Background: an optimization exercise with open tools, aiming at small area, a short achievable clock period and few clock cycles. Do not read the settings as production practice.
RTL that was checked went through simulation tests only; none was proved equivalent to the original.
No driver is modelled on the clock port, so clock power and skew are understated where the tree is cut down; a real chip needs a root buffer or a tree.
Power and IR drop assume default switching activity.

== before ==
## ULA
module ULA (
    input clk,
    input reset,
    input [3:0] seletor,
    output saida,
    output [18:0] rom_addr,
    input [7:0] rom_data,
    output reg [18:0] ram_wraddr,
    output reg [7:0] ram_data,
    output reg ram_wren,
    output reg done
);
Size in the first run: about 470 cells after synthesis, about 68 flip-flops, ~63 I/O pins, about 4000 µm² of cells after synthesis.
==> flow/config.mk <==
export PLATFORM = sky130hd
export DESIGN_NAME = ULA
export DESIGN_NICKNAME = ULA
export VERILOG_FILES = /design/flow/design.v
export SDC_FILE = /design/flow/constraint.sdc
export NUM_CORES = 4
export LEC_CHECK = 0
export CAP_MARGIN = 20
export CORE_MARGIN = 2
export CORE_UTILIZATION = 40
export PLACE_DENSITY = 0.6
export SETUP_SLACK_MARGIN = 4.0
export SLEW_MARGIN = 20
==> flow/constraint.sdc <==
create_clock -name core_clock -period 6.0 [get_ports {clk}]
set_input_delay 1.2000 -clock core_clock [delete_from_list [all_inputs] [get_ports {clk}]]
set_output_delay 1.2000 -clock core_clock [all_outputs]
set_load 0.01 [all_outputs]
standard.sh (not shown) runs the stock make flow with config.mk's settings and CLKGATE_MAP_FILE= SYNTH_SCRIPT=/design/flow/synth_recipe.tcl, a recipe that flattens the netlist after the stock synthesis.
==> flow/flow/run.sh <==
#!/bin/bash
# Layout flow: the standard ORFS flow, with plain buf_2 cells as the
# port buffers instead of the delay buffers buffer_ports picks by default.
set -euo pipefail
bash standard.sh "BUFFER_PORTS_ARGS=-buffer_cell sky130_fd_sc_hd__buf_2" finish > orfs_make.log 2>&1
before: done, clean on timing, DRC and antenna
### before -> after
Settings: SETUP_SLACK_MARGIN now 3.6, was 4.0.
- Compared after against before; port buffer count within noise.
- Routed wire in after totals less than in before.
- Comparing after and before, time the worst path needs with I/O delays and setup is lower on after.
- The estimated power of after ends up higher than the estimate for before.
- before -> after: final area decreased by more than 10%
- Met2 wire length, after and before: higher on before
No run of this note included a check of the RTL's function; only the layout flow was run.

---

Setup of run A:
The RTL this note starts from:
==> flow/design.v <==
module ULA (
    input clk,
    input reset,
    input [3:0] seletor,
    output saida,
    output [18:0] rom_addr,
    input [7:0] rom_data,
    output reg [18:0] ram_wraddr,
    output reg [7:0] ram_data,
    output reg ram_wren,
    output reg done
);
    assign saida = 1'b0;
    reg [3:0] mode;
    reg start;
    always @(posedge clk) mode <= seletor;
    always @(posedge clk or negedge reset) begin
        if (!reset) start <= 1'b1;
        else start <= (seletor != mode);
    end
    reg is_avg, is_dec, is_rep, f4;
    always @(posedge clk) begin
        f4     <= seletor[3];
        is_avg <= ~seletor[2] & seletor[1] & seletor[0];
        is_dec <= ~seletor[2] & ~seletor[1] & seletor[0];
        is_rep <= ~seletor[2] & ~seletor[0];
    end
    wire valid = ~mode[2] | (mode == 4'b0100);
    reg [1:0] c0, c1;
    reg [7:0] col;
    reg [6:0] r;
    reg run;
    wire [1:0] lim0 = is_rep ? {f4, 1'b1} : 2'd0;
    wire [1:0] lim2 = is_rep ? {f4, 1'b1} : 2'd0;
    wire e0 = is_avg ? (r[0] & (~f4 | r[1])) : (c0 == 2'd0);
    wire e2 = (c1 == 2'd0);
    wire ex = (col == (is_dec ? (f4 ? 8'd156 : 8'd158) : 8'd159));
    wire ey = (r == (is_dec ? (f4 ? 7'd116 : 7'd118) : 7'd119));
    wire last = e0 & ex & e2 & ey;
    wire blk_end = e0 & col[0] & (~f4 | col[1]);
    wire [2:0] step = is_dec ? {f4, ~f4, 1'b0} : 3'd1;
    wire [7:0] col_p = col + step;
    wire [6:0] r_p = r + step;
    wire [6:0] r_top = {r[6:2], r[1] & ~f4, 1'b0};
    always @(posedge clk) begin
        if (start) begin
            c0 <= lim0; c1 <= lim2; col <= 0; r <= 0;
        end else begin
            if (!e0) begin
                c0 <= c0 - 1'b1;
                if (is_avg) r <= r_p;
            end else begin
                c0 <= lim0;
                if (!ex) begin
                    col <= col_p;
                    if (is_avg) r <= r_top;
                end else begin
                    col <= 0;
                    if (!e2) c1 <= c1 - 1'b1;
                    else begin
                        c1 <= lim2;
                        r <= r_p;
                    end
                end
            end
        end
    end
    reg [9:0] rh;
    reg [4:0] rl;
    assign rom_addr = {4'b0, rh, rl};
    always @(posedge clk) begin
        rh <= {r, 2'b00} + r + col[7:5];
        rl <= col[4:0];
    end
    reg v0, q0, v1, q1, v2, q2;
    always @(posedge clk) begin
        if (start) run <= valid;
        else if (last) run <= 1'b0;
        v0 <= run & ~start & (~is_avg | blk_end);
        q0 <= run & ~start;
        v1 <= v0 & ~start;
        q1 <= q0 & ~start;
        v2 <= v1 & ~start;
        q2 <= q1 & ~start;
    end
    always @(posedge clk or negedge reset) begin
        if (!reset) begin
            ram_wren <= 1'b0; done <= 1'b0;
        end else begin
            ram_wren <= v2 & ~start;
            done <= ~start & valid & ~run & ~v0 & ~v1 & ~v2;
        end
    end
    reg [7:0] rd;
    reg [3:0] ext;
    reg w;
    wire [11:0] nsum = (w ? 12'd0 : {ext, ram_data}) + rd;
    always @(posedge clk) begin
        rd <= rom_data;
        w <= v2;
        if (start) ram_wraddr <= {19{1'b1}};
        else ram_wraddr <= ram_wraddr + v2;
        ext <= q2 ? nsum[11:8] : 4'd0;
        if (!is_avg) ram_data <= rd;
        else if (!q2) ram_data <= 8'd0;
        else if (v2) ram_data <= f4 ? nsum[11:4] : nsum[9:2];
        else ram_data <= nsum[7:0];
    end
endmodule
export LEC_CHECK = 0
export ABC_AREA = 1
export CAP_MARGIN = 20
export CORE_MARGIN = 2
export CORE_UTILIZATION = 70
export PLACE_DENSITY = 0.85
export SETUP_SLACK_MARGIN = 4.1
export SLEW_MARGIN = 20
create_clock -name core_clock -period 6.0 [get_ports {clk}]
==> flow/flow/run.sh <==
#!/bin/bash
# Layout flow: the standard ORFS flow with three changes:
#  - synthesis maps adders through ABC like the rest of the logic instead of
#    extracting full/half adder cells first (ADDER_MAP_FILE empty);
#  - plain buf_2 cells as the port buffers instead of the delay buffers
#    buffer_ports picks by default;
#  - the clock tree is four clkbuf_16 cells driven by the clock port, each
#    driving the flip-flops nearest to it (flow/cts_hook.tcl replaces
#    TritonCTS's two-level H-tree).
set -euo pipefail
here=$(cd "$(dirname "$0")" && pwd)
CLKBUF_N=4 bash standard.sh \
  "ADDER_MAP_FILE=" \
  "BUFFER_PORTS_ARGS=-buffer_cell sky130_fd_sc_hd__buf_2" \
  "PRE_CTS_TCL=$here/cts_hook.tcl" \
  finish > orfs_make.log 2>&1
==> flow/flow/cts_hook.tcl <==
# Clock buffering in place of TritonCTS's H-tree: the clock port drives
# CLKBUF_N clkbuf_16 cells (1, 2 or 4), each placed at the centre of the
# flip-flops it drives; the flip-flops are split between them by position.
proc clock_tree_synthesis { args } {
  set nbuf 1
  if { [info exists ::env(CLKBUF_N)] } { set nbuf $::env(CLKBUF_N) }
  set block [ord::get_db_block]
  set clk_net [$block findNet clk]
  set master [[ord::get_db] findMaster sky130_fd_sc_hd__clkbuf_16]
  set sinks {}
  foreach it [$clk_net getITerms] {
    set loc [[$it getInst] getLocation]
    lappend sinks [list $it [lindex $loc 0] [lindex $loc 1]]
  }
  # split into groups: by x, then each half by y
  set groups [list $sinks]
  set axis 1
  while { [llength $groups] < $nbuf } {
    set ng {}
    foreach g $groups {
      set s [lsort -integer -index $axis $g]
      set h [expr {[llength $s] / 2}]
      lappend ng [lrange $s 0 [expr {$h - 1}]] [lrange $s $h end]
    }
    set groups $ng
    set axis [expr {3 - $axis}]
  }
  set i 0
  foreach g $groups {
    set buf [odb::dbInst_create $block $master clkbuf_root_$i]
    set net [odb::dbNet_create $block clknet_root_$i]
    $net setSigType CLOCK
    set sx 0; set sy 0
    foreach s $g {
      set it [lindex $s 0]
      $it disconnect
      $it connect $net
      set sx [expr {$sx + [lindex $s 1]}]; set sy [expr {$sy + [lindex $s 2]}]
    }
    [$buf findITerm A] connect $clk_net
    [$buf findITerm X] connect $net
    set n [llength $g]
    $buf setLocation [expr {$sx / $n}] [expr {$sy / $n}]
    $buf setPlacementStatus PLACED
    puts "clock buffer clkbuf_root_$i drives $n sinks"
    incr i
  }
  $clk_net setSigType CLOCK
}
Run A completed end to end with timing, DRC and antenna clean.
Testbench counts of run A, summed over its fixed seeds: cycles 2,494,959.
Inputs modified between run A and run B:
Settings: CORE_UTILIZATION now 40, was 70; PLACE_DENSITY now 0.6, was 0.85.
Results
- Of run B and run A, it is run B that has the lower global routing usage on met3.
- ~same post-CTS clock slew at the launch and capture registers of the worst setup and hold paths in run A and run B
- Run A -> run B: cell area increased by a few percent
- Run B vs. run A: footprint of the multi-input gates decreased 8.8 µm²; storage element area went up 19 µm².
Setup changes, run B to run C
Settings: PLACE_DENSITY now 0.7, was 0.6; CORE_UTILIZATION now 55, was 40.
Results
- Between run C and run B, it is run C whose minimum setup slack after placement is lower, by 45 ps.
- Against run B, run C reports a area of all placed cells without fillers that is lower.
- On setup slack, run B and run C are neck and neck.
- Compared run C against run B; number of nets in the layout within noise.
No run of this note takes its clock network from TritonCTS; it comes from the design's own scripts or RTL.

---

Another version of the RTL of ULA (not shown whole).
For scale: roughly 510 cells after synthesis, ~84 flip-flops, about 0.0046 mm2 of cells after synthesis.
export LEC_CHECK = 0
export CAP_MARGIN = 20
export CORE_MARGIN = 2
export CORE_UTILIZATION = 40
export PLACE_DENSITY = 0.6
export SLEW_MARGIN = 20
create_clock -name core_clock -period 6.0 [get_ports {clk}]
run.sh (not shown) runs the stock make flow with config.mk's settings and CLKGATE_MAP_FILE= SYNTH_SCRIPT=/design/flow/synth_recipe.tcl, a recipe that flattens the netlist after the stock synthesis.
Stock flow here: none of the scripts above is used.
The first run passed the timing, DRC and antenna checks.
Edit:
--- a/flow/config.mk
+++ b/flow/config.mk
@@ -11,0 +12 @@
+export SETUP_SLACK_MARGIN = 3.8
=> The changed run ran to the end with no violations; worst setup slack improved by 0.83 ns; fmax climbs by about 24%; utilization climbs by 11 points; register-to-register slack improved by 0.83 ns; via count climbs by 9.3%; total power climbs by about 9%; routed wire length climbs by about 20%; cell area climbs by about 22%.
No run of this note included a check of the RTL's function; only the layout flow was run.

---

ULA, a different RTL version from the one above (not shown whole).
Size: roughly 650 cells after synthesis, roughly 4700 um^2 of cells after synthesis.
clock: 6.0 ns
lec_check: 0
abc_area: 1
cap_margin: 20
core_margin: 2
core_utilization: 40
place_density: 0.6
setup_slack_margin: 4.05
slew_margin: 20
standard.sh (not shown) runs the stock make flow with config.mk's settings and CLKGATE_MAP_FILE= SYNTH_SCRIPT=/design/flow/synth_recipe.tcl, a recipe that flattens the netlist after the stock synthesis.
Scripts as last shown in full above: flow/flow/run.sh, flow/flow/cts_hook.tcl
==> next run, changes <==
Settings changed: CORE_UTILIZATION 40 to 70, PLACE_DENSITY 0.6 to 0.85, SETUP_SLACK_MARGIN 4.05 to 4.2.
Worst setup slack improves by 0.018 ns.
Sequential power stays flat.
Combinational power increases by a quarter to a third.
Critical path depth does not change.
Cell area is higher by a few percent.
Clock skew barely changes.
Clock power barely changes.
Function was not checked in any run of this note: the RTL went through the layout flow alone. No run of this note takes its clock network from TritonCTS; it comes from the design's own scripts or RTL.

---

## indigo
ULA, a different RTL version from the one above (not shown whole).
Size in the first run: roughly 67 flip-flops, about 63 I/O pins.
==> flow/config.mk <==
export PLATFORM = sky130hd
export DESIGN_NAME = ULA
export DESIGN_NICKNAME = ULA
export VERILOG_FILES = /design/flow/design.v
export SDC_FILE = /design/flow/constraint.sdc
export NUM_CORES = 4
export LEC_CHECK = 0
export CAP_MARGIN = 20
export CORE_MARGIN = 2
export CORE_UTILIZATION = 40
export PLACE_DENSITY = 0.6
export SETUP_SLACK_MARGIN = 3.6
export SLEW_MARGIN = 20
==> flow/constraint.sdc <==
create_clock -name core_clock -period 6.0 [get_ports {clk}]
set_input_delay 1.2000 -clock core_clock [delete_from_list [all_inputs] [get_ports {clk}]]
set_output_delay 1.2000 -clock core_clock [all_outputs]
set_load 0.01 [all_outputs]
==> flow/flow/run.sh <==
#!/bin/bash
# Layout flow: the standard ORFS flow, with plain buf_2 cells as the
# port buffers instead of the delay buffers buffer_ports picks by default.
set -euo pipefail
bash standard.sh "BUFFER_PORTS_ARGS=-buffer_cell sky130_fd_sc_hd__buf_2" finish > orfs_make.log 2>&1
Having completed the whole flow, indigo delivered a layout that passed the timing, DRC and antenna checks.
Relative to indigo, the following input files were edited for zinc:
==> flow/run.sh (new file) <==
#!/bin/bash
# synth_recipe.tcl (not shown) runs the flow's synth.tcl, then flattens the netlist and writes it again
# the make line also repeats each setting of config.mk as NAME=value (left out here)
make -C /OpenROAD-flow-scripts/flow DESIGN_CONFIG=/design/flow/config.mk WORK_HOME=/design/flow/orfs CLKGATE_MAP_FILE= SYNTH_SCRIPT=/design/flow/synth_recipe.tcl finish
-- flow/config.mk --
<<< indigo, line 11
export PLACE_DENSITY = 0.6
export SETUP_SLACK_MARGIN = 3.6
export SLEW_MARGIN = 20
>>> zinc, line 11
export PLACE_DENSITY = 0.6
export SLEW_MARGIN = 20
removed: flow/flow/run.sh
removed: flow/standard.sh
==> comparison <==
Re final critical-path required period: zinc is 810 ps up on indigo.
Routability congestion estimate (zinc vs. indigo) increases by a few percent
As of zinc, number of global-route vias before repair had fallen by a few percent compared to indigo.
Summary of zinc over indigo: internal power contribution grew by 4.4%, largest vdd supply drop grew by about 130%.
Routed length per placed instance of zinc falls short of that of indigo by a few percent.
Input-level comparison between onyx and zinc:
-- flow/config.mk --
<<< zinc, line 11
export PLACE_DENSITY = 0.6
export SLEW_MARGIN = 20
>>> onyx, line 11
export PLACE_DENSITY = 0.6
export SETUP_SLACK_MARGIN = 3.6
export SLEW_MARGIN = 20
--- outcome ---
- Comparing zinc against onyx, there is no change at all in number of buffers added by the clock tree synthesis step.
- [compare] base=zinc new=onyx: switching power total higher; overall power picked up an extra about 4.5%; number of detailed-route iterations in the first pass level.
- On worst setup slack after placement: between zinc and onyx, it ends up higher for onyx.
- Worst endpoint required time: zinc vs onyx — no meaningful difference
- What zinc reported for final routed wirelength across all metal layers has to be multiplied by 1.17 to get the figure for onyx.
- Cell area ended up about 17% higher on onyx than on zinc.
- Cmp zinc and onyx / share of final layout cell area taken by non-clock buffers / lower: zinc
- Worst path setup slack after routing: onyx > zinc
- onyx vs. zinc: largest fanout on the critical path went down by 18.
No functional check of the RTL was part of any run of this note.

---

Setup of v19:
Another version of the RTL of ULA (not shown whole).
Size in the first run: about 630 cells after synthesis, roughly 63 I/O pins, ~4400 µm² of cells after synthesis.
export LEC_CHECK = 0
export ABC_AREA = 1
export CAP_MARGIN = 20
export CORE_MARGIN = 2
export CORE_UTILIZATION = 65
export PLACE_DENSITY = 0.8
export SETUP_SLACK_MARGIN = 4.1
export SLEW_MARGIN = 20
create_clock -name core_clock -period 6.0 [get_ports {clk}]
==> flow/flow/run.sh <==
#!/bin/bash
# Layout flow: the standard ORFS flow with three changes:
#  - synthesis maps adders through ABC like the rest of the logic instead of
#    extracting full/half adder cells first (ADDER_MAP_FILE empty);
#  - plain buf_2 cells as the port buffers instead of the delay buffers
#    buffer_ports picks by default;
#  - the clock tree is four clkbuf_16 cells driven by the clock port, each
#    driving the flip-flops nearest to it (flow/cts_hook.tcl replaces
#    TritonCTS's two-level H-tree);
#  - after clock tree synthesis, output flip-flops that also feed internal
#    logic get drive strength 2 (flow/post_cts.tcl).
set -euo pipefail
here=$(cd "$(dirname "$0")" && pwd)
CLKBUF_N=4 bash standard.sh \
  "ADDER_MAP_FILE=" \
  "BUFFER_PORTS_ARGS=-buffer_cell sky130_fd_sc_hd__buf_2" \
  "PRE_CTS_TCL=$here/cts_hook.tcl" \
  "POST_CTS_TCL=$here/post_cts.tcl" \
  finish > orfs_make.log 2>&1
==> flow/flow/post_cts.tcl <==
# Output flip-flops that also drive logic inside the design (the write
# address counter) get the next drive strength, dfxtp_1 -> dfxtp_2, so
# their clock-to-output delay is not slowed by the extra load; then
# placement is legalized again.
proc my_upsize_output_flops {} {
  set db [ord::get_db]
  set block [ord::get_db_block]
  set n 0
  foreach bt [$block getBTerms] {
    if { [$bt getIoType] ne "OUTPUT" } { continue }
    set net [$bt getNet]
    if { $net eq "NULL" } { continue }
    foreach it [$net getITerms] {
      if { ![$it isOutputSignal] } { continue }
      set a [[$it getInst] findITerm A]
      if { $a eq "NULL" } { continue }
      set n2 [$a getNet]
      if { $n2 eq "NULL" || [llength [$n2 getITerms]] <= 2 } { continue }
      foreach it2 [$n2 getITerms] {
        if { ![$it2 isOutputSignal] } { continue }
        set ff [$it2 getInst]
        if { [[$ff getMaster] getName] eq "sky130_fd_sc_hd__dfxtp_1" } {
          $ff swapMaster [$db findMaster sky130_fd_sc_hd__dfxtp_2]
          incr n
        }
      }
    }
  }
  puts "upsized $n output flip-flops"
}
my_upsize_output_flops
detailed_placement
estimate_parasitics -placement
Scripts as last shown in full above: flow/flow/cts_hook.tcl
Testbench counts of v19, summed over its fixed seeds: cycles 2,494,959.
#### Input delta (v12 over v19)
Settings: PLACE_DENSITY changed from 0.8 to 0.7; CORE_UTILIZATION changed from 65 to 50.
--- a/flow/flow/run.sh
+++ b/flow/flow/run.sh
@@ -8,5 +8,3 @@
 #    driving the flip-flops nearest to it (flow/cts_hook.tcl replaces
-#    TritonCTS's two-level H-tree);
-#  - after clock tree synthesis, output flip-flops that also feed internal
-#    logic get drive strength 2 (flow/post_cts.tcl).
+#    TritonCTS's two-level H-tree).
 set -euo pipefail
@@ -17,3 +15,2 @@
   "PRE_CTS_TCL=$here/cts_hook.tcl" \
-  "POST_CTS_TCL=$here/post_cts.tcl" \
   finish > orfs_make.log 2>&1
removed: flow/flow/post_cts.tcl
==> comparison <==
v19 -> v12: cell count after placement increased by a few percent
Relative to v19, global routing usage on met3 increased by 0.39 points in v12.
Going from v19 to v12, overall routed net length shrank slightly.
The following lists how v10 was set up differently from v12:
Settings: a change of CORE_UTILIZATION from 50 to 65; a change of SETUP_SLACK_MARGIN from 4.1 to 4.15; a change of PLACE_DENSITY from 0.7 to 0.8.
Findings:
- v10 ended with every stage complete and zero timing, DRC or antenna violations.
- The switching power was comparable across v12 and v10.
- From v12 to v10 the numbers moved as follows: worst hold slack picked up an extra 0.011 ns; worst setup slack picked up an extra 0.022 ns; final-stage net count picked up an extra 10; wire length of the first global-routing pass picked up an extra 280 µm; via count picked up an extra 219.
- Final clock period utilization by the worst path (v10 over v12): decrease, 0.36 points
- In terms of clock network power, v10 and v12 differ only marginally.
- Relative to v12, tap cell count has gone down in v10.
- Area of combinational cells with multiple inputs: v12 and v10 compared, higher one is v10
Input-level comparison between v21 and v10:
Settings: SETUP_SLACK_MARGIN: 4.15 -> 4.1.
Notes after the runs:
- v21 finished every step from synthesis to the final layout, and the layout passed the timing, DRC and antenna checks.
- Compared with v10, in v21 final-report hold violation count closely matched the old numbers, count of hold-fix buffers inserted at cts closely matched the old numbers, global-route wire length before repair decreased by 450 µm relative to the old numbers.
- v21 -> v10: number of logic stages on the critical path including buffering delta 0, exact match
- Relative to v10, the power measured on v21 has increased slightly.
- Re number of core rows: no difference whatsoever between v10 and v21.
In every run of this note, the design's own scripts or RTL, not TritonCTS, make the clock network.

==> what the ideal ports hide <==
Ports are ideal in the flow. The routed layouts listed here were re-timed in OpenROAD. Step 1, drivers: a clkbuf_16 drives clk and a buf_2 each remaining input, both assumed. Step 2 adds t to the input delays and takes it off the output delays; t is the mean of the earliest and latest rising clock arrival at the registers after step 1. Input paths then give back, and output paths get back, about the clock's delay inside the block. Slacks: ideal / step 1 / step 2; pairs: ideal / step 1.
run	shift t [ns]	setup WS [ns]	worst setup path at the end
before	0.378	2.977 / 2.977 / 2.857	input to register
after	0.376	3.100 / 3.100 / 2.783	input to register
run A	0.233	4.107 / 4.030 / 4.187	register to register
run B	0.234	4.114 / 4.034 / 4.159	register to register
run C	0.231	4.112 / 4.033 / 4.210	register to register
the first run of note 3	0.385	1.680 / 1.680 / 1.680	register to register
the second run of note 3	0.380	2.511 / 2.511 / 2.511	register to register
the first run of note 4	0.239	4.082 / 4.001 / 4.027	input to register
the second run of note 4	0.240	4.101 / 4.017 / 3.970	input to register
indigo	0.369	2.251 / 2.251 / 2.251	register to register
zinc	0.378	1.442 / 1.442 / 1.442	register to register
onyx	0.376	2.258 / 2.258 / 2.258	register to register
v19	0.233	4.124 / 4.043 / 3.999	input to register
v12	0.230	4.110 / 4.031 / 3.975	input to register
v10	0.234	4.132 / 4.049 / 3.956	input to register
v21	0.233	4.121 / 4.041 / 3.995	input to register
After both steps every run listed still meets setup and hold. For after, which loses most, drivers alone change the setup slack by 0.000 ns; drivers and shift together by -0.317 ns.
